Context: an optimization exercise on an open-source flow, tuned for small area, a short achievable clock period and few clock cycles per item. The choices shown serve that exercise and are no tape-out recipe. In this exercise RTL edits were held to simulation tests only and were not proved equivalent to the original. Power is estimated from default activity; no workload was simulated.

Design SME, start of the top module:
module SME(clk,reset,chardata,isstring,ispattern,valid,match,match_index);
For scale: ~1400 cells after synthesis, roughly 14000 µm² of cells after synthesis.
Settings: LEC_CHECK=0, CAP_MARGIN=20, CORE_MARGIN=2, CORE_UTILIZATION=40, CTS_BUF_LIST=sky130_fd_sc_hd__clkbuf_16, CTS_CLUSTER_DIAMETER=90, CTS_CLUSTER_SIZE=28, SETUP_SLACK_MARGIN=4.6, SLEW_MARGIN=20, SYNTH_HIERARCHICAL=1, SYNTH_MINIMUM_KEEP_SIZE=0, TNS_END_PERCENT=5; clock period 7.0 ns.
standard.sh (not shown) runs the stock make flow with config.mk's settings and CLKGATE_MAP_FILE= SYNTH_SCRIPT=/design/flow/synth_recipe.tcl, a recipe that flattens the netlist after the stock synthesis.
==> flow/flow/run.sh <==
#!/bin/bash
set -euo pipefail
here=$(pwd)
dont_use=$(tr -s ' \n' ' ' < "$here/flow/dont_use.txt")
bash "$here/standard.sh" "DONT_USE_CELLS=$dont_use" finish > "$here/standard.log" 2>&1
==> flow/flow/dont_use.txt <==
 sky130_fd_sc_hd__probe_p_8 sky130_fd_sc_hd__probec_p_8 sky130_fd_sc_hd__lpflow_bleeder_1 sky130_fd_sc_hd__lpflow_clkbufkapwr_1 sky130_fd_sc_hd__lpflow_clkbufkapwr_16 sky130_fd_sc_hd__lpflow_clkbufkapwr_2 sky130_fd_sc_hd__lpflow_clkbufkapwr_4 sky130_fd_sc_hd__lpflow_clkbufkapwr_8 sky130_fd_sc_hd__lpflow_clkinvkapwr_1 sky130_fd_sc_hd__lpflow_clkinvkapwr_16 sky130_fd_sc_hd__lpflow_clkinvkapwr_2 sky130_fd_sc_hd__lpflow_clkinvkapwr_4 sky130_fd_sc_hd__lpflow_clkinvkapwr_8 sky130_fd_sc_hd__lpflow_decapkapwr_12 sky130_fd_sc_hd__lpflow_decapkapwr_3 sky130_fd_sc_hd__lpflow_decapkapwr_4 sky130_fd_sc_hd__lpflow_decapkapwr_6 sky130_fd_sc_hd__lpflow_decapkapwr_8 sky130_fd_sc_hd__lpflow_inputiso0n_1 sky130_fd_sc_hd__lpflow_inputiso0p_1 sky130_fd_sc_hd__lpflow_inputiso1n_1 sky130_fd_sc_hd__lpflow_inputiso1p_1 sky130_fd_sc_hd__lpflow_inputisolatch_1 sky130_fd_sc_hd__lpflow_isobufsrc_1 sky130_fd_sc_hd__lpflow_isobufsrc_16 sky130_fd_sc_hd__lpflow_isobufsrc_2 sky130_fd_sc_hd__lpflow_isobufsrc_4 sky130_fd_sc_hd__lpflow_isobufsrc_8 sky130_fd_sc_hd__lpflow_isobufsrckapwr_16 sky130_fd_sc_hd__lpflow_lsbuf_lh_hl_isowell_tap_1 sky130_fd_sc_hd__lpflow_lsbuf_lh_hl_isowell_tap_2 sky130_fd_sc_hd__lpflow_lsbuf_lh_hl_isowell_tap_4 sky130_fd_sc_hd__lpflow_lsbuf_lh_isowell_4 sky130_fd_sc_hd__lpflow_lsbuf_lh_isowell_tap_1 sky130_fd_sc_hd__lpflow_lsbuf_lh_isowell_tap_2 sky130_fd_sc_hd__lpflow_lsbuf_lh_isowell_tap_4 # # Define fill cells export FILL_CELLS ?= sky130_fd_sc_hd__fill_1 sky130_fd_sc_hd__fill_2 sky130_fd_sc_hd__fill_4 sky130_fd_sc_hd__fill_8   sky130_fd_sc_hd__or3_1 sky130_fd_sc_hd__or3_2 sky130_fd_sc_hd__or3_4 sky130_fd_sc_hd__or3b_1 sky130_fd_sc_hd__or3b_2 sky130_fd_sc_hd__or3b_4 sky130_fd_sc_hd__or4_1 sky130_fd_sc_hd__or4_2 sky130_fd_sc_hd__or4_4 sky130_fd_sc_hd__or4b_1 sky130_fd_sc_hd__or4b_2 sky130_fd_sc_hd__or4b_4 sky130_fd_sc_hd__or4bb_1 sky130_fd_sc_hd__or4bb_2 sky130_fd_sc_hd__or4bb_4 sky130_fd_sc_hd__mux4_1 sky130_fd_sc_hd__mux4_2 sky130_fd_sc_hd__mux4_4 sky130_fd_sc_hd__clkdlybuf4s15_1 sky130_fd_sc_hd__clkdlybuf4s15_2 sky130_fd_sc_hd__clkdlybuf4s18_1 sky130_fd_sc_hd__clkdlybuf4s18_2 sky130_fd_sc_hd__clkdlybuf4s25_1 sky130_fd_sc_hd__clkdlybuf4s25_2 sky130_fd_sc_hd__clkdlybuf4s50_1 sky130_fd_sc_hd__clkdlybuf4s50_2
 sky130_fd_sc_hd__nor4_1 sky130_fd_sc_hd__nor4_2 sky130_fd_sc_hd__nor4_4 sky130_fd_sc_hd__a2111oi_0 sky130_fd_sc_hd__a2111oi_1 sky130_fd_sc_hd__a2111oi_2 sky130_fd_sc_hd__a2111oi_4 sky130_fd_sc_hd__o2111ai_1 sky130_fd_sc_hd__o2111ai_2 sky130_fd_sc_hd__o2111ai_4 sky130_fd_sc_hd__nor4b_1 sky130_fd_sc_hd__nor4b_2 sky130_fd_sc_hd__nor4b_4 sky130_fd_sc_hd__nor4bb_1 sky130_fd_sc_hd__nor4bb_2 sky130_fd_sc_hd__nor4bb_4
The first run produced a clean layout.
Testbench counts at the start, summed over its fixed seeds: cycles 12,684, queries 1,536.
==> next run, changes <==
--- a/flow/flow/dont_use.txt
+++ b/flow/flow/dont_use.txt
@@ -2 +1,0 @@
- sky130_fd_sc_hd__nor4_1 sky130_fd_sc_hd__nor4_2 sky130_fd_sc_hd__nor4_4 sky130_fd_sc_hd__a2111oi_0 sky130_fd_sc_hd__a2111oi_1 sky130_fd_sc_hd__a2111oi_2 sky130_fd_sc_hd__a2111oi_4 sky130_fd_sc_hd__o2111ai_1 sky130_fd_sc_hd__o2111ai_2 sky130_fd_sc_hd__o2111ai_4 sky130_fd_sc_hd__nor4b_1 sky130_fd_sc_hd__nor4b_2 sky130_fd_sc_hd__nor4b_4 sky130_fd_sc_hd__nor4bb_1 sky130_fd_sc_hd__nor4bb_2 sky130_fd_sc_hd__nor4bb_4
--- a/flow/config.mk
+++ b/flow/config.mk
@@ -7,0 +8 @@
+export ABC_AREA = 1
Result: Synthesized cell count goes up by about 70%. Sequential cell count stays the same. Worst setup slack gets better by 110 ps. Sequential share of layout area goes down by 4.5 points.
==> next run, changes <==
==> flow/flow/run.sh (replaced) <==
#!/bin/bash
set -euo pipefail
here=$(pwd)
dont_use=$(tr -s ' \n' ' ' < "$here/flow/dont_use.txt")
bash "$here/standard.sh" "DONT_USE_CELLS=$dont_use" ABC_DRIVER_CELL=sky130_fd_sc_hd__buf_2 finish > "$here/standard.log" 2>&1
--- a/flow/flow/dont_use.txt
+++ b/flow/flow/dont_use.txt
@@ -1,0 +2 @@
+ sky130_fd_sc_hd__buf_1 sky130_fd_sc_hd__clkbuf_1
--- a/flow/config.mk
+++ b/flow/config.mk
@@ -8 +7,0 @@
-export ABC_AREA = 1
What happened: The new run went through all stages and came out clean; sequential cell count is unchanged; die area falls by 12%; core utilization is about the same; final cell count came out lower by about 40%; critical path depth is lower by 16; power drops by about 2.8%.
==> next run, changes <==
==> flow/flow/run.sh (replaced) <==
#!/bin/bash
set -euo pipefail
here=$(pwd)
dont_use=$(tr -s ' \n' ' ' < "$here/flow/dont_use.txt")
bash "$here/standard.sh" "DONT_USE_CELLS=$dont_use" finish > "$here/standard.log" 2>&1
--- a/flow/flow/dont_use.txt
+++ b/flow/flow/dont_use.txt
@@ -2 +1,0 @@
- sky130_fd_sc_hd__buf_1 sky130_fd_sc_hd__clkbuf_1
--- a/flow/config.mk
+++ b/flow/config.mk
@@ -11,3 +11,3 @@
-export CTS_BUF_LIST = sky130_fd_sc_hd__clkbuf_16
-export CTS_CLUSTER_DIAMETER = 90
-export CTS_CLUSTER_SIZE = 28
+export CTS_BUF_LIST = sky130_fd_sc_hd__clkbuf_8 sky130_fd_sc_hd__clkbuf_16
+export CTS_CLUSTER_DIAMETER = 60
+export CTS_CLUSTER_SIZE = 25
The changed run completed without violations; total power came out higher by roughly a tenth; synthesized area came out lower slightly; cell area came out higher by a few percent; critical path depth stays the same.
==> next run, changes <==
--- a/flow/config.mk
+++ b/flow/config.mk
@@ -11,3 +11 @@
-export CTS_BUF_LIST = sky130_fd_sc_hd__clkbuf_8 sky130_fd_sc_hd__clkbuf_16
-export CTS_CLUSTER_DIAMETER = 60
-export CTS_CLUSTER_SIZE = 25
+export CTS_BUF_LIST = sky130_fd_sc_hd__clkbuf_4 sky130_fd_sc_hd__clkbuf_8
=> The new run completed with no timing, DRC or antenna violations; first-iteration DRC count grows by a few percent; cell area climbs slightly; power climbs by a few percent; worst setup slack gains 19 ps; sequential share of layout area falls by 0.57 points; via count came out higher slightly; critical path depth fell by 6.
==> next run, changes <==
--- a/flow/config.mk
+++ b/flow/config.mk
@@ -11,2 +11,4 @@
-export CTS_BUF_LIST = sky130_fd_sc_hd__clkbuf_4 sky130_fd_sc_hd__clkbuf_8
-export SETUP_SLACK_MARGIN = 4.6
+export CTS_BUF_LIST = sky130_fd_sc_hd__clkbuf_16
+export CTS_CLUSTER_DIAMETER = 90
+export CTS_CLUSTER_SIZE = 28
+export SETUP_SLACK_MARGIN = 4.9
=> The new run finished clean. Die area is unchanged. Final cell count came out lower by 0.61%. Wire length came out higher by 8.1%. Hold slack hardly moves. Via count came out higher by 1.3%. Clock skew came out higher by 22 ps.

==> re-timing with driven ports <==
How much do the figures lean on ideal ports? The routed layouts below were timed once more, with nothing changed but the port constraints.
Step 1: set_driving_cell puts a clkbuf_16 on clk and a buf_2 on each other input, an assumption about the parent block.
Step 2 also shifts input and output timing later by t, the mid clock arrival at the registers, as if the neighbouring blocks saw the same clock.
Three values: ideal, step 1, step 2; two values: the first two.
run	t (ns)	setup WS [ns]	worst slew at a driven data input, ns
the first run	0.560	4.259 / 4.259 / 3.883	0.07
the second run	0.567	4.366 / 4.366 / 3.918	0.07
the third run	0.570	4.304 / 4.304 / 3.931	0.04
the fourth run	0.601	4.364 / 4.364 / 3.815	0.05
the fifth run	0.616	4.383 / 4.387 / 3.791	0.06
the sixth run	0.567	4.301 / 4.301 / 3.839	0.18
After both steps every run listed still meets setup and hold. The setup slack of the fifth run, which loses most, moves by +0.004 ns with the drivers and by -0.592 ns with both steps.
